Background: an optimization exercise with open tools, aiming at small area. Do not read the settings as production practice.
Function was checked by simulation only, so behaviour that the tests miss may differ from the original.
Power figures rest on the tool's default switching activity, not on a simulated workload.

==> run a: inputs <==
// ETH_TOP
module ETH_TOP#(
		parameter FPGA_MAC         = 48'h00D0_0800_0002,
		parameter FPGA_IP          = 32'hC0A8_006E,
	    parameter FPGA_DP          = 16'd8080,
	    parameter FPGA_SP          = 16'd8080,
	    parameter C_AXI_ID_WIDTH       = 4,         
	    parameter C_AXI_ADDR_WIDTH     = 32,        
	    parameter C_AXI_DATA_WIDTH     = 64,        
	    parameter C_AXI_NBURST_SUPPORT = 1'b0,      
	    parameter C_AXI_BURST_TYPE     = 2'b00,     
	    parameter WATCH_DOG_WIDTH      = 12,   		 
	    parameter FLAG_MOTOR           =   32'hE1EC_0C0D,
	    parameter FLAG_AD              =   32'hAD86_86DA,
	    parameter FLAG_ETHLOOP         =   32'hEEBA_EEBA,
	    parameter C_ADDR_SUMOFFSET     =   32'h0000_1000,
	    parameter C_ADDR_MOTOR2ETH     =   32'h0000_0000,
	    parameter C_ADDR_AD2ETH        =   32'h1000_0000,
	    parameter C_ADDR_ETHLOOP       =   32'h2000_0000,
	    parameter C_ADDR_ETH2MOTOR     =   32'hE000_0000,
	    parameter C_ADDR_ETH2AD        =   32'hF000_0000           
    )
	(
	    input   sys_clk,
	    input   sys_rst,   
	   	input                               maxi_wready,  
	   	output [C_AXI_ID_WIDTH-1:0]         maxi_wid,     
	   	output [C_AXI_ADDR_WIDTH-1:0]       maxi_waddr,   
	   	output [7:0]                        maxi_wlen,    
	   	output [2:0]                        maxi_wsize,   
	   	output [1:0]                        maxi_wburst,  
	   	output [1:0]                        maxi_wlock,   
	   	output [3:0]                        maxi_wcache,  
	   	output [2:0]                        maxi_wprot,   
	   	output                              maxi_wvalid,  
	   	output [3:0]						maxi_wqos,
	   	input                               maxi_wd_wready,   
	   	output [C_AXI_DATA_WIDTH-1:0]       maxi_wd_wdata,     
	   	output [C_AXI_DATA_WIDTH/8-1:0]     maxi_wd_wstrb,     
	   	output                              maxi_wd_wlast,     
	   	output                              maxi_wd_wvalid,    
	   	input  [C_AXI_ID_WIDTH-1:0]         maxi_wb_bid,      
	   	input  [1:0]                        maxi_wb_bresp,    
  ...
==> flow/config.mk <==
export PLATFORM = sky130hd
export DESIGN_NAME = ETH_TOP
export DESIGN_NICKNAME = ETH_TOP
export VERILOG_FILES = /design/flow/design.v
export SDC_FILE = /design/flow/constraint.sdc
export NUM_CORES = 4
export LEC_CHECK = 0
export CAP_MARGIN = 20
export CORE_MARGIN = 2
export CORE_UTILIZATION = 40
export PLACE_DENSITY = 0.6
export SLEW_MARGIN = 20
==> flow/constraint.sdc <==
create_clock -name core_clock -period 8.0 [get_ports {sys_clk}]
set_input_delay 1.6000 -clock core_clock [delete_from_list [all_inputs] [get_ports {sys_clk}]]
set_output_delay 1.6000 -clock core_clock [all_outputs]
set_load 0.01 [all_outputs]
run.sh (not shown) runs the stock make flow with config.mk's settings and CLKGATE_MAP_FILE= SYNTH_SCRIPT=/design/flow/synth_recipe.tcl, a recipe that flattens the netlist after the stock synthesis.
==> run b: changes against run a <==
--- a/flow/design.v
+++ b/flow/design.v
@@ -77,15 +77,17 @@
 				RX_IP_HEADER   = 2,
 				RX_UDP_HEADER  = 3,
 				RX_ARP         = 4,
 				WRITE_ADDR     = 5,
 				WRITE_DATA     = 6,
 				WRITE_RESPONSE = 7;
 	localparam [7:0] UDP_WORD_C = 8'd12;
-	reg [7:0]	st, nx;
+	reg [2:0]	st_b;
+	wire [7:0]	st = 8'd1 << st_b;
+	reg [7:0]	nx;
 	reg			trig_write_start;
 	reg [7:0]	udp_word_cnt;
 	reg 		o_rgmii_rx_ready;
 	reg [63:0]	rx_wd_wdata;
 	reg			flag_eth_header_over,
 				flag_ip_header_over,
 				flag_udp_header_over,
@@ -124,17 +126,17 @@
 		if (local_reset)
 			trig_write_start	<=	0;
 		else
 			trig_write_start <= rgmii_rx_valid && !rgmii_rx_last && st[WRITE_IDLE];
 	end
 	always @(posedge sys_clk) begin
 		if (local_reset)
-			st <= 8'd1;
+			st_b <= 3'd0;
 		else
-			st <= nx;
+			st_b <= {nx[4] | nx[5] | nx[6] | nx[7], nx[2] | nx[3] | nx[6] | nx[7], nx[1] | nx[3] | nx[5] | nx[7]};
 	end
 	always @(*) begin
 		nx = 8'd0;
 		case (1'b1)
 			st[WRITE_IDLE]: begin
 				if (trig_write_start)				nx[RX_ETH_HEADER] = 1'b1;
 				else								nx[WRITE_IDLE] = 1'b1;
@@ -594,15 +596,17 @@
 						IP_FLAG_OFFSET = 16'h4000;
 	localparam	[7:0]	IP_VISION      = 8'h45,
 						UDP_PROTO      = 8'h11,
 						IP_TTL         = 8'h80,
 						IP_WORD        = 8'd20,
 						UDP_WORD       = 8'd8;
 	localparam	[63:0]	ARP_HEAD       = 64'h0001_0800_0604_0002;
-	reg [8:0]	st, nx;
+	reg [3:0]	st_b;
+	wire [8:0]	st = 9'd1 << st_b;
+	reg [8:0]	nx;
 	reg			trig_udp_start,
 				trig_arp_start;
 	reg [3:0]	flag_data_sum;
 	reg			flag_eth_header_over,
 				flag_ip_header_over,
 				flag_udp_header_over,
 				flag_arp_over,
@@ -726,17 +730,17 @@
 		if (local_reset || flag_arp_over)
 			trig_arp_start	<=	0;
 		else if (trig_arp)
 			trig_arp_start	<=	1;
 	end
 	always @(posedge sys_clk) begin
 		if (local_reset)
-			st <= 9'd1;
+			st_b <= 4'd0;
 		else
-			st <= nx;
+			st_b <= {nx[8], nx[4] | nx[5] | nx[6] | nx[7], nx[2] | nx[3] | nx[6] | nx[7], nx[1] | nx[3] | nx[5] | nx[7]};
 	end
 	always @(*) begin
 		nx = 9'd0;
 		case (1'b1)
 			st[WRITE_IDLE]: begin
 				if (trig_udp_start)					nx[WRITE_ADDR] = 1'b1;
 				else if (trig_arp_start)			nx[TX_WAIT] = 1'b1;
==> flow/flow/run.sh (new file) <==
#!/bin/bash
# Standard synthesis, then the combinational logic re-mapped for area (registers untouched),
# then the standard layout from floorplan to finish.
set -euo pipefail
W=$(pwd)
R=$W/orfs/results/sky130hd/ETH_TOP/base
YOSYS=$FLOW_HOME/../tools/install/yosys/bin/yosys
bash standard.sh synth > $W/standard_synth.log 2>&1
cp $R/1_2_yosys.v $W/std_1_2_yosys.v
RS_LIB=$FLOW_HOME/platforms/sky130hd/lib/sky130_fd_sc_hd__tt_025C_1v80.lib \
RS_DONTUSE=$W/flow/dontuse.txt RS_IN=$W/std_1_2_yosys.v RS_OUT=$W/rs_1_2_yosys.v \
RS_SCRIPT=$W/flow/rs.abc $YOSYS -c $W/flow/resynth.tcl > $W/resynth.log 2>&1
cp $W/rs_1_2_yosys.v $R/1_2_yosys.v
rm -f $R/1_synth.odb $R/1_synth.sdc
bash standard.sh > $W/standard_layout.log 2>&1
==> flow/flow/dontuse.txt (new file) <==
-dont_use sky130_fd_sc_hd__lpflow_bleeder_1 -dont_use sky130_fd_sc_hd__lpflow_clkbufkapwr_1 -dont_use sky130_fd_sc_hd__lpflow_clkbufkapwr_16 -dont_use sky130_fd_sc_hd__lpflow_clkbufkapwr_2 -dont_use sky130_fd_sc_hd__lpflow_clkbufkapwr_4 -dont_use sky130_fd_sc_hd__lpflow_clkbufkapwr_8 -dont_use sky130_fd_sc_hd__lpflow_clkinvkapwr_1 -dont_use sky130_fd_sc_hd__lpflow_clkinvkapwr_16 -dont_use sky130_fd_sc_hd__lpflow_clkinvkapwr_2 -dont_use sky130_fd_sc_hd__lpflow_clkinvkapwr_4 -dont_use sky130_fd_sc_hd__lpflow_clkinvkapwr_8 -dont_use sky130_fd_sc_hd__lpflow_decapkapwr_12 -dont_use sky130_fd_sc_hd__lpflow_decapkapwr_3 -dont_use sky130_fd_sc_hd__lpflow_decapkapwr_4 -dont_use sky130_fd_sc_hd__lpflow_decapkapwr_6 -dont_use sky130_fd_sc_hd__lpflow_decapkapwr_8 -dont_use sky130_fd_sc_hd__lpflow_inputiso0n_1 -dont_use sky130_fd_sc_hd__lpflow_inputiso0p_1 -dont_use sky130_fd_sc_hd__lpflow_inputiso1n_1 -dont_use sky130_fd_sc_hd__lpflow_inputiso1p_1 -dont_use sky130_fd_sc_hd__lpflow_inputisolatch_1 -dont_use sky130_fd_sc_hd__lpflow_isobufsrc_1 -dont_use sky130_fd_sc_hd__lpflow_isobufsrc_16 -dont_use sky130_fd_sc_hd__lpflow_isobufsrc_2 -dont_use sky130_fd_sc_hd__lpflow_isobufsrc_4 -dont_use sky130_fd_sc_hd__lpflow_isobufsrc_8 -dont_use sky130_fd_sc_hd__lpflow_isobufsrckapwr_16 -dont_use sky130_fd_sc_hd__lpflow_lsbuf_lh_hl_isowell_tap_1 -dont_use sky130_fd_sc_hd__lpflow_lsbuf_lh_hl_isowell_tap_2 -dont_use sky130_fd_sc_hd__lpflow_lsbuf_lh_hl_isowell_tap_4 -dont_use sky130_fd_sc_hd__lpflow_lsbuf_lh_isowell_4 -dont_use sky130_fd_sc_hd__lpflow_lsbuf_lh_isowell_tap_1 -dont_use sky130_fd_sc_hd__lpflow_lsbuf_lh_isowell_tap_2 -dont_use sky130_fd_sc_hd__lpflow_lsbuf_lh_isowell_tap_4 -dont_use sky130_fd_sc_hd__probe_p_8 -dont_use sky130_fd_sc_hd__probec_p_8 
==> flow/flow/resynth.tcl (new file) <==
# Re-map the combinational logic of the standard synthesis netlist with ABC.
# The flip-flops (and tie cells) are kept as they are: same instances, names and cell types.
yosys -import
set lib $::env(RS_LIB)
set dont [string trim [read [open $::env(RS_DONTUSE)]]]
read_liberty -ignore_miss_func $lib
read_verilog $::env(RS_IN)
hierarchy -top ETH_TOP
setattr -mod -set keep_hierarchy 1 sky130_fd_sc_hd__*df* sky130_fd_sc_hd__*dl* sky130_fd_sc_hd__conb_1
setattr -set keep 1 t:sky130_fd_sc_hd__*df* t:sky130_fd_sc_hd__*dl*
flatten
hierarchy -top ETH_TOP
blackbox sky130_fd_sc_hd__*df* sky130_fd_sc_hd__*dl* sky130_fd_sc_hd__conb_1
select -clear
tee -o $::env(RS_OUT).pre.stat stat -liberty $lib
eval abc -script $::env(RS_SCRIPT) -liberty $lib {*}$dont
opt_clean -purge
insbuf -buf sky130_fd_sc_hd__buf_4 A X
opt_clean -purge
tee -o $::env(RS_OUT).stat stat -liberty $lib
write_verilog -noattr -nohex -nodec $::env(RS_OUT)
==> flow/flow/rs.abc (new file) <==
strash
dc2
&get -n
&dch -f
&nf -R 1000
&put
strash
dch -f
amap
==> flow/standard.sh (new file) <==
#!/bin/bash
# synth_recipe.tcl (not shown) runs the flow's synth.tcl, then flattens the netlist and writes it again
# the make line also repeats each setting of config.mk as NAME=value (left out here)
make -C /OpenROAD-flow-scripts/flow DESIGN_CONFIG=/design/flow/config.mk WORK_HOME=/design/flow/orfs CLKGATE_MAP_FILE= SYNTH_SCRIPT=/design/flow/synth_recipe.tcl "${@:-finish}"
==> flow/config.mk (replaced) <==
export PLATFORM = sky130hd
export DESIGN_NAME = ETH_TOP
export DESIGN_NICKNAME = ETH_TOP
export VERILOG_FILES = /design/flow/design.v
export SDC_FILE = /design/flow/constraint.sdc
export NUM_CORES = 4
export LEC_CHECK = 0
export ABC_CLOCK_PERIOD_IN_PS = 1000000
export CAP_MARGIN = 20
export CORE_MARGIN = 2
export CORE_UTILIZATION = 65
export PLACE_DENSITY = 0.75
export SLEW_MARGIN = 20
removed: flow/run.sh
==> run c: changes against run a <==
--- a/flow/design.v
+++ b/flow/design.v
@@ -77,15 +77,17 @@
 				RX_IP_HEADER   = 2,
 				RX_UDP_HEADER  = 3,
 				RX_ARP         = 4,
 				WRITE_ADDR     = 5,
 				WRITE_DATA     = 6,
 				WRITE_RESPONSE = 7;
 	localparam [7:0] UDP_WORD_C = 8'd12;
-	reg [7:0]	st, nx;
+	reg [2:0]	st_b;
+	wire [7:0]	st = 8'd1 << st_b;
+	reg [7:0]	nx;
 	reg			trig_write_start;
 	reg [7:0]	udp_word_cnt;
 	reg 		o_rgmii_rx_ready;
 	reg [63:0]	rx_wd_wdata;
 	reg			flag_eth_header_over,
 				flag_ip_header_over,
 				flag_udp_header_over,
@@ -124,17 +126,17 @@
 		if (local_reset)
 			trig_write_start	<=	0;
 		else
 			trig_write_start <= rgmii_rx_valid && !rgmii_rx_last && st[WRITE_IDLE];
 	end
 	always @(posedge sys_clk) begin
 		if (local_reset)
-			st <= 8'd1;
+			st_b <= 3'd0;
 		else
-			st <= nx;
+			st_b <= {nx[4] | nx[5] | nx[6] | nx[7], nx[2] | nx[3] | nx[6] | nx[7], nx[1] | nx[3] | nx[5] | nx[7]};
 	end
 	always @(*) begin
 		nx = 8'd0;
 		case (1'b1)
 			st[WRITE_IDLE]: begin
 				if (trig_write_start)				nx[RX_ETH_HEADER] = 1'b1;
 				else								nx[WRITE_IDLE] = 1'b1;
@@ -594,15 +596,17 @@
 						IP_FLAG_OFFSET = 16'h4000;
 	localparam	[7:0]	IP_VISION      = 8'h45,
 						UDP_PROTO      = 8'h11,
 						IP_TTL         = 8'h80,
 						IP_WORD        = 8'd20,
 						UDP_WORD       = 8'd8;
 	localparam	[63:0]	ARP_HEAD       = 64'h0001_0800_0604_0002;
-	reg [8:0]	st, nx;
+	reg [3:0]	st_b;
+	wire [8:0]	st = 9'd1 << st_b;
+	reg [8:0]	nx;
 	reg			trig_udp_start,
 				trig_arp_start;
 	reg [3:0]	flag_data_sum;
 	reg			flag_eth_header_over,
 				flag_ip_header_over,
 				flag_udp_header_over,
 				flag_arp_over,
@@ -617,16 +621,16 @@
 	reg [31:0]	data_sum;
 	reg [11:0]	tx_word_cnt;
 	reg [7:0]	o_rgmii_data;
 	reg			o_rgmii_valid;
 	reg			o_rgmii_last;
 	reg [31:0]	package_cnt;
 	reg [15:0]	ip_identif;
-	reg [19:0]	ipcks_sum;
-	reg [19:0]	udpcks_sum;
+	reg [18:0]	ipcks_sum;		 
+	reg [18:0]	udpcks_sum;		 
 	reg			wd_loaded;		 
 	reg			ipcks_over;
 	reg			udpcks_over;
 	reg [127:0]	eth_loop_data;	 
 	reg [7:0]	wr_wlen;
 	reg			wr_wready;
 	reg			wd_wready;
@@ -679,16 +683,16 @@
 			if (!trig_udp_cks_d && trig_udp_cks) begin
 				ipcks_sum	<=	ipcks_sum + pc_sum;
 			end
 			else if (nx[TX_WAIT] && (|flag_data_sum[2:0]) && !trig_udp_cks) begin
 				ipcks_sum	<=	IPCKS_K + udp_len + ip_identif;
 			end
 			else if (trig_udp_cks && !ipcks_over) begin
-				if (ipcks_sum > 20'h0_FFFF) begin
-					ipcks_sum	<=	ipcks_sum[19:16] + ipcks_sum[15:0];
+				if (ipcks_sum > 19'h0_FFFF) begin
+					ipcks_sum	<=	ipcks_sum[18:16] + ipcks_sum[15:0];
 				end
 				else begin
 					ipcks_sum[15:0]	<=	~ipcks_sum[15:0];
 					ipcks_over	<=	1;
 				end
 			end
 		end
@@ -699,19 +703,19 @@
 			udpcks_over	<=	0;
 		end
 		else begin
 			if (!trig_udp_cks_d && trig_udp_cks) begin
 				udpcks_sum	<=	udpcks_sum + (pc_sum + ucks_k);
 			end
 			else if (nx[TX_WAIT] && (|flag_data_sum[2:0]) && !trig_udp_cks) begin
-				udpcks_sum	<=	{3'd0, usum};
+				udpcks_sum	<=	{2'd0, usum};
 			end
 			else if (trig_udp_cks && !udpcks_over) begin
-				if (udpcks_sum > 20'h0_ffff) begin
-					udpcks_sum	<=	udpcks_sum[19:16] + udpcks_sum[15:0];
+				if (udpcks_sum > 19'h0_ffff) begin
+					udpcks_sum	<=	udpcks_sum[18:16] + udpcks_sum[15:0];
 				end
 				else begin
 					udpcks_sum[15:0]	<=	~udpcks_sum[15:0];
 					udpcks_over	<=	1;
 				end
 			end
 		end
@@ -726,17 +730,17 @@
 		if (local_reset || flag_arp_over)
 			trig_arp_start	<=	0;
 		else if (trig_arp)
 			trig_arp_start	<=	1;
 	end
 	always @(posedge sys_clk) begin
 		if (local_reset)
-			st <= 9'd1;
+			st_b <= 4'd0;
 		else
-			st <= nx;
+			st_b <= {nx[8], nx[4] | nx[5] | nx[6] | nx[7], nx[2] | nx[3] | nx[6] | nx[7], nx[1] | nx[3] | nx[5] | nx[7]};
 	end
 	always @(*) begin
 		nx = 9'd0;
 		case (1'b1)
 			st[WRITE_IDLE]: begin
 				if (trig_udp_start)					nx[WRITE_ADDR] = 1'b1;
 				else if (trig_arp_start)			nx[TX_WAIT] = 1'b1;
==> flow/flow/run.sh (new file) <==
#!/bin/bash
# Standard synthesis, then the combinational logic re-mapped for area (registers untouched),
# then the standard layout from floorplan to finish.
set -euo pipefail
W=$(pwd)
R=$W/orfs/results/sky130hd/ETH_TOP/base
YOSYS=$FLOW_HOME/../tools/install/yosys/bin/yosys
bash standard.sh synth > $W/standard_synth.log 2>&1
cp $R/1_2_yosys.v $W/std_1_2_yosys.v
RS_LIB=$FLOW_HOME/platforms/sky130hd/lib/sky130_fd_sc_hd__tt_025C_1v80.lib \
RS_DONTUSE=$W/flow/dontuse.txt RS_IN=$W/std_1_2_yosys.v RS_OUT=$W/rs_1_2_yosys.v \
RS_SCRIPT=$W/flow/rs.abc $YOSYS -c $W/flow/resynth.tcl > $W/resynth.log 2>&1
cp $W/rs_1_2_yosys.v $R/1_2_yosys.v
rm -f $R/1_synth.odb $R/1_synth.sdc
# clock tree: small clock buffers and no dummy loads
bash standard.sh "CTS_ARGS=-sink_clustering_enable -repair_clock_nets -buf_list sky130_fd_sc_hd__clkbuf_4 -dont_use_dummy_load" finish > $W/standard_layout.log 2>&1
==> flow/flow/dontuse.txt (new file) <==
-dont_use sky130_fd_sc_hd__lpflow_bleeder_1 -dont_use sky130_fd_sc_hd__lpflow_clkbufkapwr_1 -dont_use sky130_fd_sc_hd__lpflow_clkbufkapwr_16 -dont_use sky130_fd_sc_hd__lpflow_clkbufkapwr_2 -dont_use sky130_fd_sc_hd__lpflow_clkbufkapwr_4 -dont_use sky130_fd_sc_hd__lpflow_clkbufkapwr_8 -dont_use sky130_fd_sc_hd__lpflow_clkinvkapwr_1 -dont_use sky130_fd_sc_hd__lpflow_clkinvkapwr_16 -dont_use sky130_fd_sc_hd__lpflow_clkinvkapwr_2 -dont_use sky130_fd_sc_hd__lpflow_clkinvkapwr_4 -dont_use sky130_fd_sc_hd__lpflow_clkinvkapwr_8 -dont_use sky130_fd_sc_hd__lpflow_decapkapwr_12 -dont_use sky130_fd_sc_hd__lpflow_decapkapwr_3 -dont_use sky130_fd_sc_hd__lpflow_decapkapwr_4 -dont_use sky130_fd_sc_hd__lpflow_decapkapwr_6 -dont_use sky130_fd_sc_hd__lpflow_decapkapwr_8 -dont_use sky130_fd_sc_hd__lpflow_inputiso0n_1 -dont_use sky130_fd_sc_hd__lpflow_inputiso0p_1 -dont_use sky130_fd_sc_hd__lpflow_inputiso1n_1 -dont_use sky130_fd_sc_hd__lpflow_inputiso1p_1 -dont_use sky130_fd_sc_hd__lpflow_inputisolatch_1 -dont_use sky130_fd_sc_hd__lpflow_isobufsrc_1 -dont_use sky130_fd_sc_hd__lpflow_isobufsrc_16 -dont_use sky130_fd_sc_hd__lpflow_isobufsrc_2 -dont_use sky130_fd_sc_hd__lpflow_isobufsrc_4 -dont_use sky130_fd_sc_hd__lpflow_isobufsrc_8 -dont_use sky130_fd_sc_hd__lpflow_isobufsrckapwr_16 -dont_use sky130_fd_sc_hd__lpflow_lsbuf_lh_hl_isowell_tap_1 -dont_use sky130_fd_sc_hd__lpflow_lsbuf_lh_hl_isowell_tap_2 -dont_use sky130_fd_sc_hd__lpflow_lsbuf_lh_hl_isowell_tap_4 -dont_use sky130_fd_sc_hd__lpflow_lsbuf_lh_isowell_4 -dont_use sky130_fd_sc_hd__lpflow_lsbuf_lh_isowell_tap_1 -dont_use sky130_fd_sc_hd__lpflow_lsbuf_lh_isowell_tap_2 -dont_use sky130_fd_sc_hd__lpflow_lsbuf_lh_isowell_tap_4 -dont_use sky130_fd_sc_hd__probe_p_8 -dont_use sky130_fd_sc_hd__probec_p_8 
==> flow/flow/resynth.tcl (new file) <==
# Re-map the combinational logic of the standard synthesis netlist with ABC.
# The flip-flops (and tie cells) are kept as they are: same instances, names and cell types.
yosys -import
set lib $::env(RS_LIB)
set dont [string trim [read [open $::env(RS_DONTUSE)]]]
read_liberty -ignore_miss_func $lib
read_verilog $::env(RS_IN)
hierarchy -top ETH_TOP
setattr -mod -set keep_hierarchy 1 sky130_fd_sc_hd__*df* sky130_fd_sc_hd__*dl* sky130_fd_sc_hd__conb_1
setattr -set keep 1 t:sky130_fd_sc_hd__*df* t:sky130_fd_sc_hd__*dl*
flatten
hierarchy -top ETH_TOP
blackbox sky130_fd_sc_hd__*df* sky130_fd_sc_hd__*dl* sky130_fd_sc_hd__conb_1
select -clear
tee -o $::env(RS_OUT).pre.stat stat -liberty $lib
eval abc -script $::env(RS_SCRIPT) -liberty $lib {*}$dont
opt_clean -purge
insbuf -buf sky130_fd_sc_hd__buf_4 A X
opt_clean -purge
tee -o $::env(RS_OUT).stat stat -liberty $lib
write_verilog -noattr -nohex -nodec $::env(RS_OUT)
==> flow/flow/rs.abc (new file) <==
strash
dc2
&get -n
&dch -f
&nf -R 1000
&put
strash
dch -f
amap
strash
dch -f
amap
==> flow/standard.sh (new file) <==
#!/bin/bash
# synth_recipe.tcl (not shown) runs the flow's synth.tcl, then flattens the netlist and writes it again
# the make line also repeats each setting of config.mk as NAME=value (left out here)
make -C /OpenROAD-flow-scripts/flow DESIGN_CONFIG=/design/flow/config.mk WORK_HOME=/design/flow/orfs CLKGATE_MAP_FILE= SYNTH_SCRIPT=/design/flow/synth_recipe.tcl "${@:-finish}"
==> flow/config.mk (replaced) <==
export PLATFORM = sky130hd
export DESIGN_NAME = ETH_TOP
export DESIGN_NICKNAME = ETH_TOP
export VERILOG_FILES = /design/flow/design.v
export SDC_FILE = /design/flow/constraint.sdc
export NUM_CORES = 4
export LEC_CHECK = 0
export ABC_CLOCK_PERIOD_IN_PS = 1000000
export CAP_MARGIN = 20
export CORE_MARGIN = 2
export CORE_UTILIZATION = 65
export CTS_BUF_LIST = sky130_fd_sc_hd__clkbuf_4
export PLACE_DENSITY = 0.75
export SLEW_MARGIN = 20
removed: flow/run.sh
==> notes <==
- The lowest sequential cell count belongs to run c, the highest to run a.
- Worst hold slack: run b is worse than run a (0.0031 ns).
- Core utilization: run b is higher than run a (29 points).
- The lowest die area belongs to run c, the highest to run a.
- Count of clock-buffer cells in the layout, highest first: run c, run a, run b.
- The highest via count belongs to run a, the lowest to run c.
==> figures <==
quantity	run a	run c	run b
Sequential power share	0.462	0.579	0.447
Placed wire-length estimate after detailed placement	109.6 mm	99.25 mm	101.0 mm
Outcome	timing/DRC/antenna clean	timing/DRC/antenna clean	timing/DRC/antenna clean
Final wirelength	151.2 mm	136.7 mm	140.9 mm
Area of the multi-input gates	24920 µm²	17900 µm²	18330 µm²
Number of clock-tree buffers in the layout	130	193	101
Maximum number of pins on one net before global-route repair	103	98	89
Post-Route Skew	0.06244 ns	0.1446 ns	0.05348 ns
Final Hold Slack	0.4488 ns	0.4411 ns	0.4457 ns
Sinks on Clock Net	780	768	770
Final period utilization	0.7649	0.9386	0.9232
Antenna cells	0	16	7
CP max FO	15	4	4
Total die area	118500 µm²	62910 µm²	63760 µm²

[port drivers added, routing unchanged]
The flow's constraints put no driver on any port. The routed layouts listed below were extracted and timed again, unchanged, in two steps. Step 1 (the two cells are an assumption about what drives the block):
set clk [get_ports {sys_clk}]
set_driving_cell -lib_cell sky130_fd_sc_hd__clkbuf_16 $clk
set_driving_cell -lib_cell sky130_fd_sc_hd__buf_2 [delete_from_list [all_inputs] $clk]
Step 2, shift: input delay + t, output delay - t, t = (earliest + latest rising clock arrival at the registers) / 2. This alone moves slack from input paths to output paths. a / b / c = ideal / step 1 / step 2; a / b = the first two.
run	t (ns)	slack for setup (ns)	worst data-port slew with drivers (ns)
run a	0.768	1.881 / 1.881 / 1.566	0.12
run b	0.726	0.615 / 0.615 / -0.051	0.14
run c	1.103	0.491 / 0.491 / 0.127	0.13
Met with ideal ports but missed after step 2: setup timing in run b. The setup slack of run b, which loses most, moves by 0.000 ns with the drivers and by -0.666 ns with both steps.
